This design comes from an exercise in tuning for small area and a short achievable clock period on the open sky130 flow, not from production work.
Only simulation tests tie the RTL to the original design; equivalence was not proved.
Power figures rest on the tool's default switching activity, not on a simulated workload.

==> harbor <==
==> flow/design.v <==
module apb_master (
    input  wire PCLK,
    input  wire PRESETn,
    input  wire evnt_trig_i,
    input  wire PREADY,
    output wire m_setup,
    output wire m_access
);
    localparam [1:0] IDLE = 2'd0, SETUP = 2'd1, ACCESS = 2'd2;
    reg [1:0] state;
    reg [1:0] next_state;
    always @(*) begin
        case (state)
            IDLE:    next_state = evnt_trig_i ? SETUP : IDLE;
            SETUP:   next_state = ACCESS;
            ACCESS:  next_state = PREADY ? IDLE : ACCESS;
            default: next_state = IDLE;
        endcase
    end
    always @(posedge PCLK) begin
        if (!PRESETn) state <= IDLE;
        else          state <= next_state;
    end
    assign m_setup  = (state == SETUP);
    assign m_access = (state == ACCESS);
endmodule
module regbit (
    input  wire clk,
    input  wire we,
    input  wire hold,
    input  wire d,
    output reg  q
);
    always @(posedge clk)
        q <= (we & d) | (hold & q);
endmodule
module rd_and_or3 (
    input  wire [2:0] d,
    input  wire [2:0] s,
    output wire       y_n
);
    assign y_n = ~|(d & s);
endmodule
module rd_and_or2 (
    input  wire [1:0] d,
    input  wire [1:0] s,
    output wire       y_n
);
    assign y_n = ~|(d & s);
endmodule
module rd_out (
    input  wire [10:0] part_n,
    input  wire        en,
    output wire        y
);
    assign y = en & ~&part_n;
endmodule
module rd_bit (
    input  wire [31:0] d,
    input  wire [31:0] s,
    input  wire        en,
    output wire        y
);
    wire [10:0] part_n;
    genvar g;
    generate
        for (g = 0; g < 10; g = g + 1) begin : g_part
            rd_and_or3 u_part (.d(d[3*g+2:3*g]), .s(s[3*g+2:3*g]), .y_n(part_n[g]));
        end
    endgenerate
    rd_and_or2 u_last (.d(d[31:30]), .s(s[31:30]), .y_n(part_n[10]));
    rd_out u_out (.part_n(part_n), .en(en), .y(y));
endmodule
module line_and (
    input  wire a,
    input  wire b,
    output wire y
);
    assign y = a & b;
endmodule
module line_nand (
    input  wire a,
    input  wire b,
    output wire y
);
    assign y = ~(a & b);
endmodule
module APB_slave (
    input  wire        PCLK,
    input  wire        PRESETn,
    input  wire        PREADY,
    input  wire        PWRITE,
    input  wire [31:0] PADDR,
    input  wire [31:0] PWRDATA,
    input  wire        m_setup,
    input  wire        m_access,
    output wire [31:0] PRDATA
);
    localparam [1:0] IDLE = 2'd0, SETUP = 2'd1, ACCESS = 2'd2;
    reg [1:0] state;
    reg [1:0] next_state;
    wire psel    = PRESETn & (m_setup | m_access);
    wire penable = m_access;
    always @(*) begin
        case (state)
            IDLE:    next_state = psel ? SETUP : IDLE;
            SETUP:   next_state = penable ? ACCESS : IDLE;
            ACCESS:  next_state = PREADY ? (psel ? SETUP : IDLE) : ACCESS;
            default: next_state = IDLE;
        endcase
    end
    always @(posedge PCLK or negedge PRESETn) begin
        if (!PRESETn) state <= IDLE;
        else          state <= next_state;
    end
    wire in_mem = (next_state == ACCESS) & ~|PADDR[31:5];
    wire rd_en  = in_mem & ~PWRITE;
    wire wr_en  = in_mem & PWRITE;
    wire [3:0] lo;
    wire [7:0] hi;
    wire [7:0] hi_wr;
    genvar i, b;
    generate
        for (i = 0; i < 4; i = i + 1) begin : g_lo
            assign lo[i] = (PADDR[1:0] == i);
        end
        for (i = 0; i < 8; i = i + 1) begin : g_hi
            assign hi[i]    = (PADDR[4:2] == i);
            assign hi_wr[i] = hi[i] & wr_en;
        end
    endgenerate
    wire [31:0] rd_sel, wr_sel, keep;
    generate
        for (i = 0; i < 32; i = i + 1) begin : g_line
            line_and  u_rs (.a(lo[i%4]), .b(hi[i/4]),    .y(rd_sel[i]));
            line_and  u_ws (.a(lo[i%4]), .b(hi_wr[i/4]), .y(wr_sel[i]));
            line_nand u_kp (.a(lo[i%4]), .b(hi_wr[i/4]), .y(keep[i]));
        end
    endgenerate
    wire [31:0] bit_col [0:31];
    generate
        for (i = 0; i < 32; i = i + 1) begin : g_word
            for (b = 0; b < 32; b = b + 1) begin : g_bit
                regbit u_bit (.clk(PCLK), .we(wr_sel[i]), .hold(keep[i]),
                              .d(PWRDATA[b]), .q(bit_col[b][i]));
            end
        end
        for (b = 0; b < 32; b = b + 1) begin : g_rd
            rd_bit u_rd (.d(bit_col[b]), .s(rd_sel), .en(rd_en), .y(PRDATA[b]));
        end
    endgenerate
endmodule
module apb_top #(parameter DATA_WIDTH = 32, parameter ADDR_WIDTH = 32) (
    output [DATA_WIDTH-1:0] PRDATA_o,
    input                   PCLK_i,
    input                   PRESETn_i,
    input  [DATA_WIDTH-1:0] PWRDATA_i,
    input  [ADDR_WIDTH-1:0] PADDR_i,
    input                   PWRITE_i,
    input                   PREADY_i,
    input                   EVENT_i
);
    wire m_setup, m_access;
    apb_master master_inst (
        .PCLK(PCLK_i), .PRESETn(PRESETn_i), .evnt_trig_i(EVENT_i),
        .PREADY(PREADY_i), .m_setup(m_setup), .m_access(m_access)
    );
    APB_slave slave_inst (
        .PCLK(PCLK_i), .PRESETn(PRESETn_i), .PREADY(PREADY_i),
        .PWRITE(PWRITE_i), .PADDR(PADDR_i), .PWRDATA(PWRDATA_i),
        .m_setup(m_setup), .m_access(m_access), .PRDATA(PRDATA_o)
    );
endmodule
==> flow/flow/run.sh <==
#!/bin/bash
# Standard synthesis, then the standard ORFS layout with free cell sizing
# (no footprint matching) and plain buffers on the ports.
set -euo pipefail
bash standard.sh synth > synth.log 2>&1
bash standard.sh MATCH_CELL_FOOTPRINT=0 \
  "BUFFER_PORTS_ARGS=-buffer_cell sky130_fd_sc_hd__buf_2" \
  finish > layout.log 2>&1
==> flow/standard.sh <==
#!/bin/bash
# synth_recipe.tcl (not shown) runs the flow's synth.tcl, then flattens the netlist and writes it again
# the make line also repeats each setting of config.mk as NAME=value (left out here)
make -C /OpenROAD-flow-scripts/flow DESIGN_CONFIG=/design/flow/config.mk WORK_HOME=/design/flow/orfs CLKGATE_MAP_FILE= SYNTH_SCRIPT=/design/flow/synth_recipe.tcl "${@:-finish}"
==> flow/config.mk <==
export PLATFORM = sky130hd
export DESIGN_NAME = apb_top
export DESIGN_NICKNAME = apb_top
export VERILOG_FILES = /design/flow/design.v
export SDC_FILE = /design/flow/constraint.sdc
export NUM_CORES = 4
export LEC_CHECK = 0
export CAP_MARGIN = 20
export CORE_MARGIN = 2
export CORE_UTILIZATION = 65
export PLACE_DENSITY = 0.72
export SETUP_SLACK_MARGIN = 2.5
export SLEW_MARGIN = 20
export SYNTH_HIERARCHICAL = 1
==> flow/constraint.sdc <==
create_clock -name core_clock -period 6.0 [get_ports {PCLK_i}]
set_input_delay 1.2000 -clock core_clock [delete_from_list [all_inputs] [get_ports {PCLK_i}]]
set_output_delay 1.2000 -clock core_clock [all_outputs]
set_load 0.01 [all_outputs]
==> inputs of nickel, as changes to harbor <==
==> flow/design.v, changed modules only <==
module rd_and_or8 (
    input  wire [7:0] d,
    input  wire [7:0] s,
    output wire       y
);
    assign y = |(d & s);
endmodule
module rd_or2_n (
    input  wire a,
    input  wire b,
    output wire y_n
);
    assign y_n = ~(a | b);
endmodule
module rd_out (
    input  wire a_n,
    input  wire b_n,
    input  wire en_n,
    output wire y
);
    assign y = ~((a_n & b_n) | en_n);
endmodule
module rd_bit (
    input  wire [31:0] d,
    input  wire [31:0] s,
    input  wire        en_n,
    output wire        y
);
    wire [3:0] part;
    wire [1:0] half_n;
    genvar g;
    generate
        for (g = 0; g < 4; g = g + 1) begin : g_part
            rd_and_or8 u_part (.d(d[8*g+7:8*g]), .s(s[8*g+7:8*g]), .y(part[g]));
        end
        for (g = 0; g < 2; g = g + 1) begin : g_half
            rd_or2_n u_half (.a(part[2*g]), .b(part[2*g+1]), .y_n(half_n[g]));
        end
    endgenerate
    rd_out u_out (.a_n(half_n[0]), .b_n(half_n[1]), .en_n(en_n), .y(y));
endmodule
module predec2_n (
    input  wire [1:0] a,
    output wire [3:0] y_n
);
    assign y_n[0] = ~(~a[1] & ~a[0]);
    assign y_n[1] = ~(~a[1] &  a[0]);
    assign y_n[2] = ~( a[1] & ~a[0]);
    assign y_n[3] = ~( a[1] &  a[0]);
endmodule
module predec3_n (
    input  wire [2:0] a,
    output wire [7:0] y_n
);
    genvar k;
    generate
        for (k = 0; k < 8; k = k + 1) begin : g_k
            assign y_n[k] = ~(a == k);
        end
    endgenerate
endmodule
module line_nor (
    input  wire a_n,
    input  wire b_n,
    output wire y
);
    assign y = ~(a_n | b_n);
endmodule
module line_or (
    input  wire a_n,
    input  wire b_n,
    output wire y
);
    assign y = a_n | b_n;
endmodule
module APB_slave (
    input  wire        PCLK,
    input  wire        PRESETn,
    input  wire        PREADY,
    input  wire        PWRITE,
    input  wire [31:0] PADDR,
    input  wire [31:0] PWRDATA,
    input  wire        m_setup,
    input  wire        m_access,
    output wire [31:0] PRDATA
);
    localparam [1:0] IDLE = 2'd0, SETUP = 2'd1, ACCESS = 2'd2;
    reg [1:0] state;
    reg [1:0] next_state;
    wire psel    = PRESETn & (m_setup | m_access);
    wire penable = m_access;
    always @(*) begin
        case (state)
            IDLE:    next_state = psel ? SETUP : IDLE;
            SETUP:   next_state = penable ? ACCESS : IDLE;
            ACCESS:  next_state = PREADY ? (psel ? SETUP : IDLE) : ACCESS;
            default: next_state = IDLE;
        endcase
    end
    always @(posedge PCLK or negedge PRESETn) begin
        if (!PRESETn) state <= IDLE;
        else          state <= next_state;
    end
    wire in_mem  = (next_state == ACCESS) & ~|PADDR[31:5];
    wire rd_en_n = ~(in_mem & ~PWRITE);
    wire wr_en   = in_mem & PWRITE;
    wire [3:0] lo_n;
    wire [7:0] hi_n;
    wire [7:0] hi_wr_n = hi_n | {8{~wr_en}};
    predec2_n u_pd_lo (.a(PADDR[1:0]), .y_n(lo_n));
    predec3_n u_pd_hi (.a(PADDR[4:2]), .y_n(hi_n));
    wire [31:0] rd_sel, wr_sel, keep;
    genvar i, b;
    generate
        for (i = 0; i < 32; i = i + 1) begin : g_line
            line_nor u_rs (.a_n(lo_n[i%4]), .b_n(hi_n[i/4]),    .y(rd_sel[i]));
            line_nor u_ws (.a_n(lo_n[i%4]), .b_n(hi_wr_n[i/4]), .y(wr_sel[i]));
            line_or  u_kp (.a_n(lo_n[i%4]), .b_n(hi_wr_n[i/4]), .y(keep[i]));
        end
    endgenerate
    wire [31:0] bit_col [0:31];
    generate
        for (i = 0; i < 32; i = i + 1) begin : g_word
            for (b = 0; b < 32; b = b + 1) begin : g_bit
                regbit u_bit (.clk(PCLK), .we(wr_sel[i]), .hold(keep[i]),
                              .d(PWRDATA[b]), .q(bit_col[b][i]));
            end
        end
        for (b = 0; b < 32; b = b + 1) begin : g_rd
            rd_bit u_rd (.d(bit_col[b]), .s(rd_sel), .en_n(rd_en_n), .y(PRDATA[b]));
        end
    endgenerate
endmodule
// module rd_and_or3 removed
// module rd_and_or2 removed
// module line_and removed
// module line_nand removed
==> flow/flow/run.sh (replaced) <==
#!/bin/bash
# Standard synthesis, then the standard ORFS layout with free cell sizing
# (no footprint matching), plain buffers on the ports, and a clock tree of
# mid-size buffers without dummy loads.
set -euo pipefail
bash standard.sh synth > synth.log 2>&1
bash standard.sh MATCH_CELL_FOOTPRINT=0 \
  "BUFFER_PORTS_ARGS=-buffer_cell sky130_fd_sc_hd__buf_2" \
  "CTS_ARGS=-sink_clustering_enable -repair_clock_nets -dont_use_dummy_load -buf_list {sky130_fd_sc_hd__clkbuf_4 sky130_fd_sc_hd__clkbuf_8} -sink_clustering_size 16 -sink_clustering_max_diameter 50" \
  finish > layout.log 2>&1
--- a/flow/config.mk
+++ b/flow/config.mk
@@ -7,8 +7,9 @@
 export LEC_CHECK = 0
 export CAP_MARGIN = 20
 export CORE_MARGIN = 2
-export CORE_UTILIZATION = 65
-export PLACE_DENSITY = 0.72
-export SETUP_SLACK_MARGIN = 2.5
+export CORE_UTILIZATION = 55
+export GPL_TIMING_DRIVEN = 0
+export PLACE_DENSITY = 0.65
+export SETUP_SLACK_MARGIN = 1.5
 export SLEW_MARGIN = 20
 export SYNTH_HIERARCHICAL = 1
==> comparison table <==
Met3 demand-to-capacity share in global routing: nickel 0.142; harbor 0.153
Met1 wire length: nickel 53,200 um; harbor 47,600 um
Area occupied by multi-input gates: nickel 15,500 sq um; harbor 14,600 sq um
Count of inserted antenna diode cells: nickel 8; harbor 2
CTS root buffer: nickel sky130_fd_sc_hd__clkbuf_8; harbor sky130_fd_sc_hd__clkbuf_16
Post-CTS clock slew at the launch and capture registers of the worst setup and hold paths: nickel 0.10 ns; harbor 0.06 ns
Share of total power in combinational logic: nickel 0.032; harbor 0.024
Crit-path max cell delay: nickel 0.54 ns; harbor 0.72 ns
GR Layer Usage met2: nickel 0.571; harbor 0.649
Power density over the cells: nickel 254 nW/um^2; harbor 324 nW/um^2
Overall track demand over capacity in global routing: nickel 0.395; harbor 0.456
Placement row count: nickel 93; harbor 84
DPL Wire Length: nickel 83,400 um; harbor 68,900 um
Worst setup slack before clock tree synthesis: nickel 0.837 ns; harbor 0.908 ns
Die Wd: nickel 258 um; harbor 235 um
Buffers inserted by post-CTS timing repair: nickel 62; harbor 25
Initial DRC Count: nickel 4,470; harbor 7,106
Post-synthesis to final-layout area growth: nickel 19.8%; harbor 19.4%
Share of Yosys cell area claimed by the top area cell type: nickel 0.579; harbor 0.590
Proportion of layout cells with a drive suffix above 1: nickel 0.164; harbor 0.171
Run status: nickel no timing/DRC/antenna violations; harbor no timing/DRC/antenna violations
Number of resized instances in the post-cts repair step: nickel 24; harbor 113
Final RePlAce weighted congestion: nickel 0.863; harbor 0.921

[what the ideal ports hide]
No port has a modelled driver above. Below, the same layouts with a new extraction and two added sets of constraints.
Step 1 sets driving cells, clkbuf_16 on the clock port and buf_2 on the other inputs (assumed; they add their load-dependent delay and slew).
Step 2, shift: input delay + t, output delay - t, t = (earliest + latest rising clock arrival at the registers) / 2. This alone moves slack from input paths to output paths.
Three values: ideal ports, drivers, drivers and shift; two values: the first two.
| run | t (ns) | slack for setup (ns) | worst setup path at the end | clock arrival spread, ns | pins driven straight from the clock port |
|---|---|---|---|---|---|
| harbor | 0.714 | 1.200 / 1.148 / 1.148 | input to output | 0.026 / 0.025 | 1 |
| nickel | 0.791 | 1.428 / 1.307 / 1.307 | input to output | 0.088 / 0.089 | 1 |
After both steps setup and hold are still met in every run listed. For nickel, which loses most, drivers alone change the setup slack by -0.121 ns; drivers and shift together by -0.121 ns.
